Background: an optimization exercise with open tools, aiming at a short achievable clock period and few clock cycles. Do not read the settings as production practice. In this exercise RTL edits were held to simulation tests only and were not proved equivalent to the original.

## flow/run.sh

```bash
#!/bin/bash
# synth_recipe.tcl (not shown) runs the flow's synth.tcl, then flattens the netlist and writes it again
# the make line also repeats each setting of config.mk as NAME=value (left out here)
make -C /OpenROAD-flow-scripts/flow DESIGN_CONFIG=/design/flow/config.mk WORK_HOME=/design/flow/orfs CLKGATE_MAP_FILE= SYNTH_SCRIPT=/design/flow/synth_recipe.tcl finish
```

## flow/config.mk

```make
export PLATFORM = sky130hd
export DESIGN_NAME = orion_core
export DESIGN_NICKNAME = orion_core
export VERILOG_FILES = /design/flow/design.v
export SDC_FILE = /design/flow/constraint.sdc
export NUM_CORES = 8
export LEC_CHECK = 0
export CAP_MARGIN = 20
export CORE_MARGIN = 2
export CORE_UTILIZATION = 40
export PLACE_DENSITY = 0.6
export SLEW_MARGIN = 20
```

## flow/constraint.sdc

```tcl
create_clock -name core_clock -period 110.0 [get_ports {clk_i}]
set_input_delay 22.0000 -clock core_clock [delete_from_list [all_inputs] [get_ports {clk_i}]]
set_output_delay 22.0000 -clock core_clock [all_outputs]
set_load 0.01 [all_outputs]
```

## flow/design.v

```verilog
package orion_types;
parameter XLEN      = 32;        
parameter ADDRW     = 32;        
parameter DATAW     = 32;        
parameter MASKW     = DATAW/8;   
parameter NUM_REGS  = 32;
parameter RF_IDX_BITS = $clog2(NUM_REGS);
parameter EN_RV32M_EXT = 1;  
typedef enum logic [6:0] {
    OP_LUI   = 7'b0110111,  
    OP_AUIPC = 7'b0010111,  
    OP_JAL   = 7'b1101111,  
    OP_JALR  = 7'b1100111,  
    OP_BRANCH= 7'b1100011,  
    OP_LOAD  = 7'b0000011,  
    OP_STORE = 7'b0100011,  
    OP_IMM   = 7'b0010011,  
    OP_REG   = 7'b0110011,  
    OP_SYSTEM= 7'b1110011   
} opcode_t;
typedef enum logic [2:0] {
    FUNCT3_ADD  = 3'b000,  
    FUNCT3_SLL  = 3'b001,
    FUNCT3_SLT  = 3'b010,
    FUNCT3_SLTU = 3'b011,
    FUNCT3_XOR  = 3'b100,
    FUNCT3_SR   = 3'b101,  
    FUNCT3_OR   = 3'b110,
    FUNCT3_AND  = 3'b111
} funct3_arith_t;
typedef enum logic [2:0] {
    ALU_OP_ADD  = 3'b000,
    ALU_OP_SUB  = 3'b001,
    ALU_OP_SLL  = 3'b010,
    ALU_OP_XOR  = 3'b011,
    ALU_OP_SRL  = 3'b100,
    ALU_OP_SRA  = 3'b101,
    ALU_OP_OR   = 3'b110,
    ALU_OP_AND  = 3'b111
} alu_ops_t;
typedef enum logic [1:0] {
    ALU_SEL_A_RS1  = 2'b00,
    ALU_SEL_A_PC   = 2'b01,
    ALU_SEL_A_ZERO = 2'b10
} alu_sel_a_t;
typedef enum logic [2:0] {
    CMP_OP_EQ   = 3'b000,
    CMP_OP_NEQ  = 3'b001,
    CMP_OP_LT   = 3'b100,
    CMP_OP_GE   = 3'b101,
    CMP_OP_LTU  = 3'b110,
    CMP_OP_GEU  = 3'b111  
} cmp_ops_t;
typedef enum logic [2:0] {
    MUL_OP_MUL    = 3'b000, 
    MUL_OP_MULH   = 3'b001,
    MUL_OP_MULHSU = 3'b010,
    MUL_OP_MULHU  = 3'b011,
    MUL_OP_DIV    = 3'b100,
    MUL_OP_DIVU   = 3'b101, 
    MUL_OP_REM    = 3'b110,
    MUL_OP_REMU   = 3'b111
} mul_ops_t;
typedef enum logic [1:0] {
    SEL_ALU_OUT     = 2'b00,
    SEL_CMP_OUT     = 2'b01,
    SEL_MUL_OUT     = 2'b10,
    SEL_PC_NEXT     = 2'b11
}  ex_mux_sel_t;
typedef enum logic [2:0] {
    FUNCT3_LS_B   = 3'b000,
    FUNCT3_LS_H   = 3'b001,
    FUNCT3_LS_W   = 3'b010,
    FUNCT3_LS_BU  = 3'b100,  
    FUNCT3_LS_HU  = 3'b101   
} funct3_load_store_t;
typedef struct packed {
    logic [XLEN-1:0]        pc;
    logic [XLEN-1:0]        instr;
    logic [RF_IDX_BITS-1:0] rs1_s;
    logic [RF_IDX_BITS-1:0] rs2_s;
    logic [RF_IDX_BITS-1:0] rd_s;
    logic [XLEN-1:0]        rs1_v;
    logic [XLEN-1:0]        rs2_v;
    logic [XLEN-1:0]        rd_v;
    logic                   rd_we;
    logic [ADDRW-1:0]       mem_addr;      
    logic [MASKW-1:0]       mem_rmask;   
    logic [MASKW-1:0]       mem_wmask;      
    logic [XLEN-1:0]        mem_rdata;      
    logic [XLEN-1:0]        mem_wdata;     
} debug_t;
typedef struct packed {
    logic                   valid;
    logic [XLEN-1:0]        pc;
    logic [DATAW-1:0]       instr; 
} if_id_t; 
typedef struct packed {
    logic                   valid;
    logic [XLEN-1:0]        pc;
    logic [XLEN-1:0]        rs1_v;
    logic [XLEN-1:0]        rs2_v;
    logic [XLEN-1:0]        imm;
    logic [RF_IDX_BITS-1:0] rd_s;
    logic                   rd_we;
    alu_ops_t               alu_op;
    logic [2:0]             cmp_op;
    logic [2:0]             mul_op;
    alu_sel_a_t             alu_sel_a;
    logic                   alu_sel_b_imm;
    logic                   cmp_sel_b_imm;
    ex_mux_sel_t            ex_mux_sel;
    logic [2:0]             ld_str_type;
    logic                   is_load;    
    logic                   is_store;
    logic                   is_jump;
    logic                   is_jump_conditional;
} id_ex_t;
typedef struct packed {
    logic                   jump_en;
    logic [XLEN-1:0]        jump_addr;            
} ex_if_t;
typedef struct packed {
    logic                   valid;
    logic                   rd_we;
    logic [RF_IDX_BITS-1:0] rd_s;
    logic [XLEN-1:0]        rd_v;
    logic                   is_load;    
} ex_id_t;
typedef struct packed {
    logic                   valid;
    logic [RF_IDX_BITS-1:0] rd_s;
    logic                   rd_we;
    logic [XLEN-1:0]        rd_v;
    logic [2:0]             ld_str_type;
    logic                   is_load;    
    logic                   is_store;
} ex_mem_t;
typedef struct packed {
    logic                   valid;
    logic                   rd_we;
    logic [RF_IDX_BITS-1:0] rd_s;
    logic [XLEN-1:0]        rd_v;
} mem_id_t;
typedef struct packed {
    logic                   valid;
    logic [RF_IDX_BITS-1:0] rd_s;
    logic                   rd_we;
    logic [XLEN-1:0]        rd_v;
} mem_wb_t;
typedef struct packed {
    logic                   rd_we;
    logic [XLEN-1:0]        rd_v;
    logic [RF_IDX_BITS-1:0] rd_s;
} wb_id_t;
endpackage
`default_nettype none
module pipe_reg #(
    parameter WIDTH = 32,
    parameter RESETVAL = {WIDTH{1'b0}}
)(
    input  logic                clk_i,
    input  logic                rst_i,
    input  logic                en_i,
    input  logic [WIDTH-1:0]    data_i,
    output logic [WIDTH-1:0]    data_o
);
    logic [WIDTH-1:0] data;
    always_ff @(posedge clk_i) begin
        if(rst_i) begin
            data <= RESETVAL;
        end 
        else if(en_i) begin
            data <= data_i;
        end
    end
    assign data_o = data;
endmodule
import orion_types::*;
module regfile
(
    input  logic                    clk_i,
    input  logic                    rst_i,
    input  logic [RF_IDX_BITS-1:0]  rs1_s_i,
    input  logic [RF_IDX_BITS-1:0]  rs2_s_i,
    input  logic [RF_IDX_BITS-1:0]  rd_s_i,
    output logic [XLEN-1:0]         rs1_v_o,
    output logic [XLEN-1:0]         rs2_v_o,
    input  logic [XLEN-1:0]         rd_v_i,
    input  logic                    we_i
);
logic [XLEN-1:0] regs [0:NUM_REGS-1];
always_ff @(posedge clk_i) begin: regfile_write
    if (rst_i) begin
        for (int i=0; i<NUM_REGS; i++) begin
            regs[i] <= {XLEN{1'b0}};
        end
    end 
    else if (we_i && (rd_s_i != {RF_IDX_BITS{1'b0}})) begin
        regs[rd_s_i] <= rd_v_i;
    end
end
logic   forward_rs1;
logic   forward_rs2;
assign forward_rs1  = we_i && (rs1_s_i != 5'b0) && (rs1_s_i == rd_s_i);
assign forward_rs2  = we_i && (rs2_s_i != 5'b0) && (rs2_s_i == rd_s_i);
assign rs1_v_o        = forward_rs1 ? rd_v_i : regs[rs1_s_i];
assign rs2_v_o        = forward_rs2 ? rd_v_i : regs[rs2_s_i];
endmodule
import orion_types::*;
module fetch
#(
    parameter PC_RESET_ADDR = 32'h8000_0000
) (
    input logic                 clk_i,
    input logic                 rst_i,
    output logic [ADDRW-1:0]    imem_addr_o,
    input  logic [DATAW-1:0]    imem_rdata_i,
    output logic                imem_valid_o,
    input  logic                imem_resp_i,
    input  logic                stall_i,
    input  orion_types::ex_if_t              ex_if_i,
    output orion_types::if_id_t              if_id_o 
);
    logic discard_imem_resp;
    always_ff @(posedge clk_i) begin
        if (rst_i) begin
            discard_imem_resp <= 1'b0;
        end
        else begin
            if (ex_if_i.jump_en) begin
                discard_imem_resp <= 1'b1;
            end
            else if (discard_imem_resp && imem_resp_i) begin      
                discard_imem_resp <= 1'b0;
            end
        end
    end
    logic imem_resp;
    assign imem_resp = imem_resp_i && !discard_imem_resp;
    logic pc_stall;
    assign pc_stall = stall_i || (imem_valid_o && !imem_resp);
    logic [XLEN-1:0]  pc;
    logic [XLEN-1:0]  pc_next;
    always_comb begin
        if(rst_i) begin
            pc_next = PC_RESET_ADDR;
        end
        else if(ex_if_i.jump_en) begin
            pc_next = ex_if_i.jump_addr;
        end 
        else if (!pc_stall) begin
            pc_next = pc + 'd4;
        end
        else begin
            pc_next = pc;
        end
    end
    always_ff @(posedge clk_i) begin
        if (rst_i) begin
            pc <= PC_RESET_ADDR;
        end
        else begin
            pc <= pc_next;
        end
    end
    assign imem_addr_o  = {pc_next[XLEN-1:2], 2'b00};
    assign imem_valid_o = 1'b1;
    assign if_id_o.pc     = pc;
    assign if_id_o.instr  = imem_rdata_i; 
    assign if_id_o.valid  = !(pc_stall || ex_if_i.jump_en);
endmodule
import orion_types::*;
module decode 
(
    input logic         clk_i,
    input logic         rst_i,
    input logic         flush_req_i,
    output logic        load_use_stall_req_o,
    input orion_types::if_id_t       if_id_i,
    input orion_types::ex_id_t       ex_id_i,
    input orion_types::mem_id_t      mem_id_i,
    input orion_types::wb_id_t       wb_id_i,
    output orion_types::id_ex_t      id_ex_o
);
    logic [31:0] instr; 
    assign instr = if_id_i.instr;
    logic [6:0]  opcode;
    logic [2:0]  funct3;
    logic [6:0]  funct7;
    logic [4:0]  rs1_s;
    logic [4:0]  rs2_s;
    logic [4:0]  rd_s;
    logic [31:0] imm_i;
    logic [31:0] imm_s;
    logic [31:0] imm_b;
    logic [31:0] imm_u;
    logic [31:0] imm_j;
    assign opcode  = instr[6:0];
    assign funct3  = instr[14:12];
    assign funct7  = instr[31:25];
    assign rs1_s   = instr[19:15];
    assign rs2_s   = instr[24:20];
    assign rd_s    = instr[11:7];
    assign imm_i   = {{20{instr[31]}}, instr[31:20]};
    assign imm_s   = {{20{instr[31]}}, instr[31:25], instr[11:7]};
    assign imm_b   = {{19{instr[31]}}, instr[31], instr[7], instr[30:25], instr[11:8], 1'b0};
    assign imm_u   = {instr[31:12], 12'b0};
    assign imm_j   = {{11{instr[31]}}, instr[31], instr[19:12], instr[20], instr[30:21], 1'b0};
    logic exception_illegal_instr;
    orion_types::id_ex_t dec;
    always_comb begin 
        dec                     = '0;
        dec.alu_op          = ALU_OP_ADD;
        dec.cmp_op          = CMP_OP_EQ;
        dec.mul_op          = MUL_OP_MUL;
        dec.rd_we           = 1'b0;
        dec.alu_sel_a       = ALU_SEL_A_RS1;
        dec.alu_sel_b_imm   = 1'b0;
        dec.cmp_sel_b_imm   = 1'b0;
        dec.ex_mux_sel      = SEL_ALU_OUT;
        dec.ld_str_type     = funct3;
        dec.is_load        = 1'b0;
        dec.is_store       = 1'b0;
        dec.is_jump        = 1'b0;
        dec.is_jump_conditional = 1'b0;
        dec.imm             = imm_i;
        exception_illegal_instr = 1'b0;
        unique case (opcode) 
            OP_REG : begin
                unique casez(funct7)
                    7'b0?00000 : begin
                        unique case (funct3)
                            FUNCT3_ADD  : dec.alu_op = funct7[5] ? ALU_OP_SUB : ALU_OP_ADD;
                            FUNCT3_SLL  : dec.alu_op = ALU_OP_SLL;
                            FUNCT3_XOR  : dec.alu_op = ALU_OP_XOR;
                            FUNCT3_SR   : dec.alu_op = funct7[5] ? ALU_OP_SRA : ALU_OP_SRL;
                            FUNCT3_OR   : dec.alu_op = ALU_OP_OR;
                            FUNCT3_AND  : dec.alu_op = ALU_OP_AND;
                            FUNCT3_SLT  : begin 
                                            dec.cmp_op      = CMP_OP_LT;
                                            dec.ex_mux_sel  = SEL_CMP_OUT;
                                        end
                            FUNCT3_SLTU : begin
                                            dec.cmp_op      = CMP_OP_LTU;
                                            dec.ex_mux_sel  = SEL_CMP_OUT;
                                        end
                            default     : exception_illegal_instr = 1'b1;
                        endcase
                    end
                    7'b0000001 : begin
                        if(EN_RV32M_EXT) begin
                            dec.mul_op = funct3;
                            dec.ex_mux_sel = SEL_MUL_OUT;
                        end 
                        else begin
                            exception_illegal_instr = 1'b1;
                        end
                    end
                    default : exception_illegal_instr = 1'b1;
                endcase
                dec.alu_sel_b_imm   = 1'b0;
                dec.cmp_sel_b_imm   = 1'b0;
                dec.rd_we           = 1'b1;
            end
            OP_IMM : begin;
                unique case (funct3)
                    FUNCT3_ADD : dec.alu_op = ALU_OP_ADD;
                    FUNCT3_SLL : dec.alu_op = ALU_OP_SLL;
                    FUNCT3_XOR : dec.alu_op = ALU_OP_XOR;
                    FUNCT3_SR  : dec.alu_op = funct7[5] ? ALU_OP_SRA : ALU_OP_SRL;
                    FUNCT3_OR  : dec.alu_op = ALU_OP_OR;
                    FUNCT3_AND : dec.alu_op = ALU_OP_AND;
                    FUNCT3_SLT : begin
                                    dec.cmp_op      = CMP_OP_LT;
                                    dec.ex_mux_sel  = SEL_CMP_OUT;
                                end
                    FUNCT3_SLTU : begin
                                    dec.cmp_op      = CMP_OP_LTU;
                                    dec.ex_mux_sel  = SEL_CMP_OUT;
                                end
                    default     : exception_illegal_instr = 1'b1;
                endcase 
                dec.alu_sel_b_imm   = 1'b1;
                dec.cmp_sel_b_imm   = 1'b1;
                dec.imm             = imm_i;
                dec.rd_we           = 1'b1;
            end
            OP_LUI: begin
                dec.alu_op          = ALU_OP_ADD;
                dec.alu_sel_a       = ALU_SEL_A_ZERO;
                dec.alu_sel_b_imm   = 1'b1;
                dec.imm             = imm_u;
                dec.rd_we           = 1'b1;
            end
            OP_AUIPC: begin
                dec.alu_op          = ALU_OP_ADD;
                dec.alu_sel_a       = ALU_SEL_A_PC;
                dec.alu_sel_b_imm   = 1'b1;
                dec.imm             = imm_u;
                dec.rd_we           = 1'b1;
            end
            OP_LOAD: begin
                dec.alu_op          = ALU_OP_ADD;
                dec.alu_sel_a       = ALU_SEL_A_RS1;
                dec.alu_sel_b_imm   = 1'b1;
                dec.imm             = imm_i;
                dec.rd_we           = 1'b1;
                dec.is_load         = 1'b1;
            end
            OP_STORE: begin
                dec.alu_op          = ALU_OP_ADD;
                dec.alu_sel_a       = ALU_SEL_A_RS1;
                dec.alu_sel_b_imm   = 1'b1;
                dec.imm             = imm_s;
                dec.rd_we           = 1'b0;
                dec.is_store        = 1'b1;
            end
            OP_JAL: begin
                dec.alu_op          = ALU_OP_ADD;
                dec.alu_sel_a       = ALU_SEL_A_PC;
                dec.alu_sel_b_imm   = 1'b1;
                dec.imm             = imm_j;
                dec.rd_we           = 1'b1;
                dec.ex_mux_sel      = SEL_PC_NEXT;
                dec.is_jump         = 1'b1;
            end
            OP_JALR: begin
                dec.alu_op          = ALU_OP_ADD;
                dec.alu_sel_a       = ALU_SEL_A_RS1;
                dec.alu_sel_b_imm   = 1'b1;
                dec.imm             = imm_i;
                dec.rd_we           = 1'b1;
                dec.ex_mux_sel      = SEL_PC_NEXT;
                dec.is_jump         = 1'b1;
            end
            OP_BRANCH: begin
                dec.alu_op              = ALU_OP_ADD;
                dec.alu_sel_a           = ALU_SEL_A_PC;
                dec.alu_sel_b_imm       = 1'b1;
                dec.imm                 = imm_b;
                dec.rd_we               = 1'b0;
                dec.cmp_sel_b_imm       = 1'b0;
                dec.cmp_op              = funct3;
                dec.is_jump             = 1'b1;
                dec.is_jump_conditional = 1'b1;
            end
            OP_SYSTEM: begin
                if(imm_i[11:0] == 12'b000000000001 && rs1_s==5'b00000 && funct3==3'b000 && rd_s==5'b00000) begin
                end
                else begin
                    exception_illegal_instr = 1'b1;
                end
            end
        default : begin
            exception_illegal_instr = 1'b1;
        end
        endcase
    end
    logic [XLEN-1:0] rs1_v;
    logic [XLEN-1:0] rs2_v;
    regfile reg_f (
        .clk_i(clk_i),
        .rst_i(rst_i),
        .rs1_s_i(rs1_s),
        .rs2_s_i(rs2_s),
        .rs1_v_o(rs1_v),
        .rs2_v_o(rs2_v),
        .rd_s_i(wb_id_i.rd_s), 
        .rd_v_i(wb_id_i.rd_v),
        .we_i(wb_id_i.rd_we)
    );
    logic rs1_ex_fwd_en;
    logic rs2_ex_fwd_en;
    logic rs1_mem_fwd_en;
    logic rs2_mem_fwd_en;
    assign rs1_ex_fwd_en    = ex_id_i.valid && ex_id_i.rd_we && (rs1_s != 5'b0) && (rs1_s == ex_id_i.rd_s);
    assign rs2_ex_fwd_en    = ex_id_i.valid && ex_id_i.rd_we && (rs2_s != 5'b0) && (rs2_s == ex_id_i.rd_s);
    assign rs1_mem_fwd_en   = mem_id_i.valid && mem_id_i.rd_we && (rs1_s != 5'b0) && (rs1_s == mem_id_i.rd_s);
    assign rs2_mem_fwd_en   = mem_id_i.valid && mem_id_i.rd_we && (rs2_s != 5'b0) && (rs2_s == mem_id_i.rd_s);
    logic rs1_load_use_hazard;
    logic rs2_load_use_hazard;
    assign rs1_load_use_hazard = rs1_ex_fwd_en && ex_id_i.is_load;
    assign rs2_load_use_hazard = rs2_ex_fwd_en && ex_id_i.is_load;
    logic [XLEN-1:0] rs1_v_fwd;
    always_comb begin
        rs1_v_fwd = rs1_v;   
        if(!rs1_load_use_hazard) begin
            if (rs1_ex_fwd_en)
                rs1_v_fwd = ex_id_i.rd_v;
            else if (rs1_mem_fwd_en)
                rs1_v_fwd = mem_id_i.rd_v;
            else 
                rs1_v_fwd = rs1_v;
        end
    end
    logic [XLEN-1:0] rs2_v_fwd;
    always_comb begin
        rs2_v_fwd = rs2_v;   
        if(!rs2_load_use_hazard) begin
            if (rs2_ex_fwd_en)
                rs2_v_fwd = ex_id_i.rd_v;
            else if (rs2_mem_fwd_en)
                rs2_v_fwd = mem_id_i.rd_v;
            else 
                rs2_v_fwd = rs2_v;
        end
    end
    assign load_use_stall_req_o = rs1_load_use_hazard || rs2_load_use_hazard;
    always_comb begin
        id_ex_o       = dec;
        id_ex_o.valid = (flush_req_i || load_use_stall_req_o) ? 1'b0 : if_id_i.valid ;
        id_ex_o.pc    = if_id_i.pc;
        id_ex_o.rs1_v = rs1_v_fwd;
        id_ex_o.rs2_v = rs2_v_fwd;
        id_ex_o.rd_s  = rd_s;
    end
endmodule
import orion_types::*;
module execute 
(
    output logic                dmem_valid_o,
    output logic [ADDRW-1:0]    dmem_addr_o,
    output logic [MASKW-1:0]    dmem_mask_o,
    output logic [XLEN-1:0]     dmem_wdata_o,
    output logic                dmem_we_o,
    input orion_types::id_ex_t               id_ex_i,
    output orion_types::ex_if_t              ex_if_o,
    output orion_types::ex_id_t              ex_id_o,
    output orion_types::ex_mem_t             ex_mem_o
);
logic [XLEN-1:0] alu_a;
logic [XLEN-1:0] alu_b;
logic [XLEN-1:0] alu_out;
always_comb begin
    unique case (id_ex_i.alu_sel_a)
        ALU_SEL_A_RS1   : alu_a = id_ex_i.rs1_v;
        ALU_SEL_A_PC    : alu_a = id_ex_i.pc;
        ALU_SEL_A_ZERO  : alu_a = {XLEN{1'b0}};
        default         : alu_a = 'bx;
    endcase
end
assign alu_b = id_ex_i.alu_sel_b_imm ? id_ex_i.imm : id_ex_i.rs2_v;
logic signed [XLEN-1:0] alu_as;
assign alu_as   =   signed'(alu_a);
always_comb begin
    case (id_ex_i.alu_op)
        ALU_OP_ADD : alu_out = alu_a  +   alu_b;
        ALU_OP_SUB : alu_out = alu_a  -   alu_b;         
        ALU_OP_SLL : alu_out = alu_a  <<  alu_b[4:0];    
        ALU_OP_XOR : alu_out = alu_a  ^   alu_b;
        ALU_OP_SRL : alu_out = alu_a  >>  alu_b[4:0];
        ALU_OP_SRA : alu_out = unsigned'(alu_as >>> alu_b[4:0]);    
        ALU_OP_OR  : alu_out = alu_a  |   alu_b;
        ALU_OP_AND : alu_out = alu_a  &   alu_b;
        default    : alu_out = 'bx;
    endcase
end
logic   [XLEN-1:0]  cmp_a;
logic   [XLEN-1:0]  cmp_b;
logic           cmp_out;
assign cmp_a    = id_ex_i.rs1_v;
assign cmp_b    = id_ex_i.cmp_sel_b_imm ? id_ex_i.imm : id_ex_i.rs2_v;
logic signed   [XLEN-1:0] cmp_as;
logic signed   [XLEN-1:0] cmp_bs;
assign cmp_as   = signed'(cmp_a);
assign cmp_bs   = signed'(cmp_b);
always_comb begin
    unique case (id_ex_i.cmp_op)
        CMP_OP_EQ  : cmp_out = (cmp_a  == cmp_b);
        CMP_OP_NEQ : cmp_out = (cmp_a  != cmp_b);
        CMP_OP_LT  : cmp_out = (cmp_as <  cmp_bs);
        CMP_OP_GE  : cmp_out = (cmp_as >= cmp_bs);
        CMP_OP_LTU : cmp_out = (cmp_a  <  cmp_b);
        CMP_OP_GEU : cmp_out = (cmp_a  >= cmp_b);
        default    : cmp_out = 1'bx;
    endcase
end
logic [2*XLEN-1:0] mul_out;
logic [XLEN-1:0] div_out;
logic use_high;
logic use_div;
generate
    if(EN_RV32M_EXT) begin: mul_ext
        logic [2*XLEN-1:0] mul_a;
        logic [2*XLEN-1:0] mul_b;
        logic signed [2*XLEN-1:0] mul_as;
        logic signed [2*XLEN-1:0] mul_bs;
        assign mul_a    = {{XLEN{1'b0}}, id_ex_i.rs1_v};
        assign mul_b    = {{XLEN{1'b0}}, id_ex_i.rs2_v};
        assign mul_as   = signed'({{XLEN{id_ex_i.rs1_v[XLEN-1]}}, id_ex_i.rs1_v});
        assign mul_bs   = signed'({{XLEN{id_ex_i.rs2_v[XLEN-1]}}, id_ex_i.rs2_v});
        logic [XLEN-1:0] div_a;
        logic [XLEN-1:0] div_b;
        logic signed [XLEN-1:0] div_as;
        logic signed [XLEN-1:0] div_bs;
        assign div_a    = id_ex_i.rs1_v;
        assign div_b    = id_ex_i.rs2_v;
        assign div_as   = signed'(div_a);
        assign div_bs   = signed'(div_b);
        assign use_high = (id_ex_i.mul_op == MUL_OP_MULH || id_ex_i.mul_op == MUL_OP_MULHU || id_ex_i.mul_op == MUL_OP_MULHSU);
        assign use_div = (id_ex_i.mul_op == MUL_OP_DIV || id_ex_i.mul_op == MUL_OP_DIVU || id_ex_i.mul_op == MUL_OP_REM || id_ex_i.mul_op == MUL_OP_REMU);
        always_comb begin
            mul_out = '0;
            div_out = '0;
            unique case (id_ex_i.mul_op)
                MUL_OP_MUL, MUL_OP_MULH : mul_out = (mul_as * mul_bs);
                MUL_OP_MULHSU           : mul_out = (mul_as * mul_b);
                MUL_OP_MULHU            : mul_out = (mul_a  * mul_b);
                MUL_OP_DIV    : begin
                                    if (div_bs == 0) begin
                                        div_out = {XLEN{1'b1}};  
                                    end 
                                    else if (div_as == {1'b1, {XLEN-1{1'b0}}} && div_bs == {XLEN{1'b1}}) begin  
                                        div_out = div_as;  
                                    end
                                    else begin
                                        div_out = (div_as / div_bs);
                                    end
                                end
                MUL_OP_DIVU   : begin
                                    if (div_b == 0) begin
                                        div_out = {XLEN{1'b1}};  
                                    end else begin
                                        div_out = (div_a  / div_b );
                                    end
                                end 
                MUL_OP_REM    : begin
                                    if (div_bs == 0) begin
                                        div_out = div_as;  
                                    end 
                                    else if (div_as == {1'b1, {XLEN-1{1'b0}}} && div_bs == {XLEN{1'b1}}) begin  
                                        div_out = {XLEN{1'b0}};
                                    end
                                    else begin
                                        div_out = (div_as % div_bs);
                                    end
                                end
                MUL_OP_REMU   : begin
                                    if (div_b == 0) begin
                                        div_out = div_a;  
                                    end else begin
                                        div_out = (div_a  % div_b );
                                    end
                                end
                default       : begin
                                    mul_out = 'x;
                                    div_out = 'x;
                                end
            endcase
        end
    end 
    else begin: no_mul_ext
        assign mul_out = 'x;
        assign div_out = 'x;
        assign use_high = 'x;
        assign use_div = 'x;
        ;
    end
endgenerate
logic [ADDRW-1:0] mem_addr;
logic [MASKW-1:0] mem_mask;
assign mem_addr = alu_out[ADDRW-1:0];
always_comb begin
    mem_mask = '0;
    unique case (id_ex_i.ld_str_type)
        FUNCT3_LS_B, FUNCT3_LS_BU : mem_mask = 4'b0001 << mem_addr[1:0];
        FUNCT3_LS_H, FUNCT3_LS_HU : mem_mask = 4'b0011 << mem_addr[1:0];
        FUNCT3_LS_W               : mem_mask = 4'b1111;
        default    : mem_mask = 'b0;
    endcase 
end
assign dmem_addr_o   = {alu_out[ADDRW-1:2], 2'b00};
assign dmem_mask_o   = mem_mask;
assign dmem_valid_o  = id_ex_i.valid && (id_ex_i.is_load || id_ex_i.is_store); 
logic [XLEN-1:0] mem_wdata;
always_comb begin
    mem_wdata = '0;
    unique case (id_ex_i.ld_str_type)
        FUNCT3_LS_B : mem_wdata[8*mem_addr[1:0] +:8] = id_ex_i.rs2_v[7:0];
        FUNCT3_LS_H : mem_wdata[16*mem_addr[1] +:16] = id_ex_i.rs2_v[15:0];
        FUNCT3_LS_W : mem_wdata     = id_ex_i.rs2_v;
        default     : mem_wdata     = 'bx;
    endcase
end
assign dmem_wdata_o = mem_wdata;
assign dmem_we_o    = id_ex_i.is_store;
assign ex_if_o.jump_en   = id_ex_i.valid && id_ex_i.is_jump && (id_ex_i.is_jump_conditional ? cmp_out : 1'b1);
assign ex_if_o.jump_addr = {alu_out[XLEN-1:1], 1'b0};
logic [XLEN-1:0] rd_v;
always_comb begin
    unique case (id_ex_i.ex_mux_sel)
        SEL_ALU_OUT : rd_v = alu_out;
        SEL_CMP_OUT : rd_v = {{XLEN-1{1'b0}}, cmp_out};
        SEL_MUL_OUT : begin
                        if(EN_RV32M_EXT) begin
                            if (use_div) begin
                                rd_v = div_out;
                            end else begin
                                rd_v = use_high ? mul_out[2*XLEN-1:XLEN] : mul_out[XLEN-1:0];
                            end
                        end else begin
                            rd_v = 'x;
                        end
                    end
        SEL_PC_NEXT : rd_v = id_ex_i.pc + 'd4;
        default     : rd_v = 'bx;
    endcase
end
assign ex_mem_o.valid       = id_ex_i.valid;
assign ex_mem_o.rd_s        = id_ex_i.rd_s;
assign ex_mem_o.rd_we       = id_ex_i.rd_we;
assign ex_mem_o.rd_v        = rd_v;
assign ex_mem_o.ld_str_type = id_ex_i.ld_str_type;
assign ex_mem_o.is_load     = id_ex_i.is_load;
assign ex_mem_o.is_store    = id_ex_i.is_store;
assign ex_id_o.valid        = ex_mem_o.valid;
assign ex_id_o.rd_we        = ex_mem_o.rd_we;
assign ex_id_o.rd_s         = ex_mem_o.rd_s;
assign ex_id_o.rd_v         = ex_mem_o.rd_v;
assign ex_id_o.is_load      = ex_mem_o.is_load;  
;
endmodule
import orion_types::*;
module memory 
(
    input  logic [XLEN-1:0]     dmem_rdata_i,
    input  logic                dmem_resp_i,
    output logic                stall_o,
    input  orion_types::ex_mem_t             ex_mem_i,
    output orion_types::mem_id_t             mem_id_o,
    output orion_types::mem_wb_t             mem_wb_o
);
logic [ADDRW-1:0] mem_addr;
logic [XLEN-1:0]  mem_rdata;
assign mem_addr = ex_mem_i.rd_v;
always_comb begin
    unique case (ex_mem_i.ld_str_type)
        FUNCT3_LS_B  : mem_rdata = {{24{dmem_rdata_i[7 + 8*mem_addr[1:0]]}}, dmem_rdata_i[8*mem_addr[1:0] +: 8]};
        FUNCT3_LS_BU : mem_rdata = {24'b0                                 , dmem_rdata_i[8*mem_addr[1:0] +: 8]};
        FUNCT3_LS_H  : mem_rdata = {{16{dmem_rdata_i[15 + 16*mem_addr[1]]}}, dmem_rdata_i[16*mem_addr[1]  +: 16]};
        FUNCT3_LS_HU : mem_rdata = {16'b0                                 , dmem_rdata_i[16*mem_addr[1]  +: 16]};
        FUNCT3_LS_W  : mem_rdata = dmem_rdata_i;
        default      : mem_rdata = 'bx;
    endcase
end
logic [XLEN-1:0] rd_v;
assign rd_v = ex_mem_i.is_load ? mem_rdata : ex_mem_i.rd_v; 
logic mem_stall;
assign mem_stall = ex_mem_i.valid && (ex_mem_i.is_load || ex_mem_i.is_store) && !dmem_resp_i;
assign mem_wb_o.valid  = mem_stall ? 1'b0 : ex_mem_i.valid;
assign mem_wb_o.rd_v   = rd_v;
assign mem_wb_o.rd_s   = ex_mem_i.rd_s;
assign mem_wb_o.rd_we  = ex_mem_i.rd_we;
assign stall_o = mem_stall;
assign mem_id_o.valid   = mem_wb_o.valid;
assign mem_id_o.rd_we   = mem_wb_o.rd_we;
assign mem_id_o.rd_s    = mem_wb_o.rd_s;
assign mem_id_o.rd_v    = mem_wb_o.rd_v;
;
endmodule
import orion_types::*;
module writeback 
(
    input  orion_types::mem_wb_t     mem_wb_i,
    output orion_types::wb_id_t      wb_id_o
);
    assign wb_id_o.rd_we  = mem_wb_i.valid && mem_wb_i.rd_we;
    assign wb_id_o.rd_s   = mem_wb_i.rd_s;
    assign wb_id_o.rd_v   = mem_wb_i.rd_v;
endmodule
`default_nettype none
import orion_types::*;
module orion_core 
#(
    parameter PC_RESET_ADDR = 32'h8000_0000
)(
    input logic                 clk_i,
    input logic                 rst_i,
    output logic [ADDRW-1:0]    imem_addr_o,
    input  logic [XLEN-1:0]     imem_rdata_i,
    output logic                imem_valid_o,
    input  logic                imem_resp_i,
    output logic [ADDRW-1:0]    dmem_addr_o,
    input  logic [XLEN-1:0]     dmem_rdata_i,
    output logic [XLEN-1:0]     dmem_wdata_o,
    output logic [MASKW-1:0]    dmem_mask_o,
    output logic                dmem_we_o,
    output logic                dmem_valid_o,
    input  logic                dmem_resp_i
);
    orion_types::if_id_t  if_id, if_id_reg;
    orion_types::id_ex_t  id_ex, id_ex_reg;
    orion_types::ex_mem_t ex_mem, ex_mem_reg;
    orion_types::mem_wb_t mem_wb, mem_wb_reg;
    orion_types::ex_if_t  ex_if;
    orion_types::ex_id_t  ex_id;
    orion_types::mem_id_t mem_id;
    orion_types::wb_id_t  wb_id;
    logic if_pc_stall;  
    logic if_id_stall;
    logic id_ex_stall;
    logic ex_mem_stall;
    logic mem_wb_stall;
    logic load_use_stall_req;
    logic mem_stall_o;
    assign if_pc_stall  = if_id_stall  ;
    assign if_id_stall  = id_ex_stall || load_use_stall_req;
    assign id_ex_stall  = ex_mem_stall  ;
    assign ex_mem_stall = mem_stall_o;
    assign mem_wb_stall = 1'b0;
    logic id_flush_req;
    assign id_flush_req = ex_if.jump_en;
    fetch #(
        .PC_RESET_ADDR (PC_RESET_ADDR)
    ) fetch_stg (
        .clk_i          (clk_i),
        .rst_i          (rst_i),
        .imem_addr_o    (imem_addr_o),
        .imem_rdata_i   (imem_rdata_i),
        .imem_valid_o   (imem_valid_o),
        .imem_resp_i    (imem_resp_i),
        .stall_i        (if_pc_stall),
        .ex_if_i        (ex_if),
        .if_id_o        (if_id)
    );
    pipe_reg #(
        .WIDTH          ($bits(if_id))
    ) if_id_pipe (
        .clk_i          (clk_i),
        .rst_i          (rst_i),
        .en_i           (!if_id_stall),
        .data_i         (if_id),
        .data_o         (if_id_reg)
    );
    decode decode_stg (
        .clk_i          (clk_i),
        .rst_i          (rst_i),
        .flush_req_i    (id_flush_req),
        .load_use_stall_req_o (load_use_stall_req),
        .if_id_i        (if_id_reg),
        .ex_id_i        (ex_id),
        .mem_id_i       (mem_id),
        .wb_id_i        (wb_id),
        .id_ex_o        (id_ex)
    );
    pipe_reg #(
        .WIDTH          ($bits(id_ex))
    ) id_ex_pipe (
        .clk_i          (clk_i),
        .rst_i          (rst_i),
        .en_i           (!id_ex_stall),
        .data_i         (id_ex),
        .data_o         (id_ex_reg)
    );
    execute execute_stg (
        .dmem_valid_o    (dmem_valid_o),
        .dmem_addr_o     (dmem_addr_o),
        .dmem_mask_o     (dmem_mask_o),
        .dmem_wdata_o    (dmem_wdata_o),
        .dmem_we_o       (dmem_we_o),
        .id_ex_i         (id_ex_reg),
        .ex_if_o         (ex_if),
        .ex_id_o         (ex_id),
        .ex_mem_o        (ex_mem)
    ); 
    pipe_reg #(
        .WIDTH          ($bits(ex_mem))
    ) ex_mem_pipe (
        .clk_i          (clk_i),
        .rst_i          (rst_i),
        .en_i           (!ex_mem_stall),
        .data_i         (ex_mem),
        .data_o         (ex_mem_reg)
    );
    memory memory_stg (
        .dmem_rdata_i   (dmem_rdata_i),
        .dmem_resp_i    (dmem_resp_i),
        .stall_o        (mem_stall_o),
        .ex_mem_i       (ex_mem_reg),
        .mem_id_o       (mem_id),
        .mem_wb_o       (mem_wb)
    );
    pipe_reg #(
        .WIDTH          ($bits(mem_wb))
    ) mem_wb_pipe (
        .clk_i          (clk_i),
        .rst_i          (rst_i),
        .en_i           (!mem_wb_stall),
        .data_i         (mem_wb),
        .data_o         (mem_wb_reg)
    );
    writeback writeback_stg (
        .mem_wb_i       (mem_wb_reg),
        .wb_id_o        (wb_id)
    );
endmodule
```

==> impl_metrics.py <==
metrics = {
    "drt": {
        "wl_um": 1040000,
        "wire_per_inst_um": 32.8,
        "drcViolationCount": 0,
        "viasPerCell": 6.29,
        "drtAntennaViolNets": 0,
        "first_pass_iters": 10,
        "via_count": 199000,
        "drt_iter0_drc": 27100,
    },
    "yosys": {
        "synth_area_leaders": "fa_1, edfxtp_1, ha_1",
        "syn_avg_cell_area_um2": 8.97,
        "synthFlopType": "edfxtp_1",
        "yosysTopAreaCellShare_pct": 20.8,
        "netlist_area_mm2": 0.219,
        "yosys.area.top_type": "fa_1",
        "ys_seq_elements": 1369,
        "synth_edf_count": 1024,
        "ys_seq_area_share_pct": 17.2,
        "ys_types": 121,
        "netlist_instances": 24500,
        "yosysWarnings": 9,
        "synthArstFlopShare_pct": 0,
    },
    "global_routing": {
        "grt_pass1_wl_um": 1450000,
        "grt_max_degree": 105,
        "gr-total-overflow": 0,
        "grt_util_all_layers_pct": 36.6,
        "antenna_found_initial": 126,
        "grt_pass1_vias": 194000,
    },
    "placement": {
        "dpl.hpwl_um": 799000,
        "gp_congestion": 1.08,
        "port_buffers": 165,
    },
    "setup_path": {
        "path_max_fanout": 48,
        "ff2ff_path_depth": 325,
        "cp.required_ns": 110.74,
        "cp-end-kind": "flop",
        "crit_path_top_delay_cell": "a211oi_1",
        "worstSetupStartpointType": "flop",
        "cp_common_cell": "ha_1",
        "arrival_ns": 104.24,
        "r2r-end": "id_ex_pipe.data[91]",
        "worst-setup-path-type": "reg -> reg",
        "cpPeakStageDelay_ns": 0.94,
        "timing.rr.start": "id_ex_pipe.data[123]",
        "reg2reg_slack_ns": 6.50,
    },
    "clocking": {
        "cts_buffers": 151,
        "postCtsSetupBuffers": 0,
        "insertion_delay_ns": 0.88,
        "cts_hold_buf": 0,
        "clk_pin_slew_worst_paths_ns": 0.06,
        "htreeDepth": 4,
        "clock_path_buffers": 4,
        "cts.sinks": 1369,
        "cts_tree": "yes",
        "root_buffer": "clkbuf_16",
        "cts_resized": 0,
    },
    "sta": {
        "rsz0062_at_grt": "no",
        "relSlewSlack_pct": 4.24,
        "fin_worst_skew_ns": 0.0752,
        "fmax_mhz": 9.66,
        "slew_viol_final": 0,
        "hold_violations": 0,
        "period_needed_ns": 103.50,
        "fin_worst_hold_slack_ns": 0.453,
        "worst_pin_slew_ns": 1.44,
        "finalSetupViolCount": 0,
        "timing.setup.tns_ns": 0,
        "fin_crit_sh_pct": 94.1,
    },
    "floorplanning": {
        "die_w_um": 745,
        "rows": 271,
        "die_h_um": 745,
        "core_region_area_mm2": 0.546,
        "start_util_pct": 40.2,
        "pin_count": 171,
        "dieArea_mm2": 0.554,
    },
    "min_path": {
        "hold_start": "fetch_stg.pc[1]",
        "hold_path.class": "reg -> reg",
        "whs_endpoint": "if_id_pipe.data[33]",
        "min_path_cells": 2,
    },
    "run_status": {
        "outcome": "no timing/DRC/antenna violations",
    },
    "final_layout": {
        "mostFrequentLayoutCell": "inv_1",
        "drive_above_1_share_pct": 8.93,
        "regArea_mm2": 0.0378,
        "area_delta_synth_final_pct": 7.64,
        "layout_common_cells": "inv_1, nand2_1, fa_1",
        "fill_cells": 53300,
        "fin_nets": 28400,
        "multi_input_area_mm2": 0.167,
    },
    "flow_run": {
        "drv_cap": 0,
    },
}
[Yosys cell counts, types with 652 or more instances]
master and instances:
nor2_1 2096, ha_1 1856, inv_1 2745, and2_1 1258, fa_1 2282, o21ai_0 1023, a21oi_1 1429, edfxtp_1 1024
xnor2_1 693, nand2_1 2315, mux4_2 652, clkbuf_1 1016
[worst max-delay path: cells and delay by family, from the launching register on]
| kind | cells | cell delay [ns] |
|---|---|---|
| simple gates | 112 | 32.78 |
| fa+ha+maj | 31 | 10.15 |
| mux | 6 | 1.76 |
| buf+inv | 22 | 6.33 |
| compound gates | 154 | 51.16 |
| flops | 1 | 0.83 |
[area by class of cell]
class,instances,share of cell area [%]
Tap cell,7234,3.83
Multi-Input combinational cell,19100,70.9
Clock buffer,193,1.73
Antenna cell,80,0.0848
Clock inverter,68,0.244
Inverter,2765,4.40
Timing Repair Buffer,806,2.80
Sequential cell,1369,16.0
[how the worst max path moves through the flow]
stage / from / end / slack, ns / cells past startpoint
floorplan: id_ex_pipe.data[60] / id_ex_pipe.data[82] / 25.42 / 356
CTS: id_ex_pipe.data[93] / id_ex_pipe.data[91] / 9.31 / 324
global route: id_ex_pipe.data[123] / ex_mem_pipe.data[36] / 1.93 / 326
detailed placement: id_ex_pipe.data[93] / id_ex_pipe.data[91] / 9.68 / 325
global placement: id_ex_pipe.data[93] / id_ex_pipe.data[108] / 10.62 / 328
finish: id_ex_pipe.data[123] / id_ex_pipe.data[91] / 6.50 / 325
[flip-flops by register name, indices dropped and copies added (netlist names), named ones only]
name                         flops
id_ex_pipe.data                156
ex_mem_pipe.data                44
mem_wb_pipe.data                39
fetch_stg.discard_imem_resp      1
if_id_pipe.data                 64
fetch_stg.pc                    31
decode_stg.reg_f.regs         1024
[per-stage QoR]
step                      setup WS [ns]  cells  cell area [µm²]  utilization (%)
after floorplan                   25.42  24500           219000                -
after global placement            10.62  31200           231000             42.3
after detailed placement           9.68  31200           231000             42.3
after CTS                          9.31  31500           236000             43.2
after global routing               1.93  31500           236000             43.2
final                              6.50  31600           236000             43.3
[per-layer routing]
layer  up-vias  share of wire (%)  track usage [%]
li1      83900                  -                -
met2     13100                 42             53.9
met4        66                8.0             23.4
met5         -              0.049                0
met1     98500                 37             46.1
met3      3089                 13             12.2
[cell families (layout without fill, tap and decap cells)]
| group | Yosys count | count (layout) | share of synthesized area (%) |
|---|---|---|---|
| AO/OA/AOI/OAI | 5001 | 5001 | 14.7 |
| other | 2 | 117 | 0.00342 |
| XOR/XNOR | 1103 | 1103 | 4.40 |
| buffers and inverters | 4050 | 3832 | 6.99 |
| flip-flops | 1369 | 1369 | 17.2 |
| multiplexers | 986 | 986 | 8.27 |
| AND/OR/NAND/NOR | 7804 | 7804 | 17.0 |
| adder cells (fa/ha/maj) | 4138 | 4138 | 31.4 |
Testbench counts, summed over its fixed seeds: cycles 84,477.

## port drivers added, routing unchanged
How much do the figures lean on ideal ports? The routed layout below was timed once more, with nothing changed but the port constraints. Step 1 (the two cells are an assumption about what drives the block):
set clk [get_ports {clk_i}]
set_driving_cell -lib_cell sky130_fd_sc_hd__clkbuf_16 $clk
set_driving_cell -lib_cell sky130_fd_sc_hd__buf_2 [delete_from_list [all_inputs] $clk]
Step 2 times the ports against the registers' clock, not the clock port: input delays grow and output delays shrink by t, the midpoint of the rising clock arrivals with the driver on. Slacks: ideal ports / drivers / drivers and shift; pairs: ideal ports / drivers.
shift t [ns]: 0.890
slack for setup (ns): 6.504 / 6.504 / 6.504
hold slack, ns: 0.453 / 0.453 / 0.453
worst register clock-pin slew, ns: 0.10 / 0.10
cell pins on the clock port's net: 1
After both steps this run still meets setup and hold. The setup slack of this run moves by 0.000 ns with the drivers and by 0.000 ns with both steps.
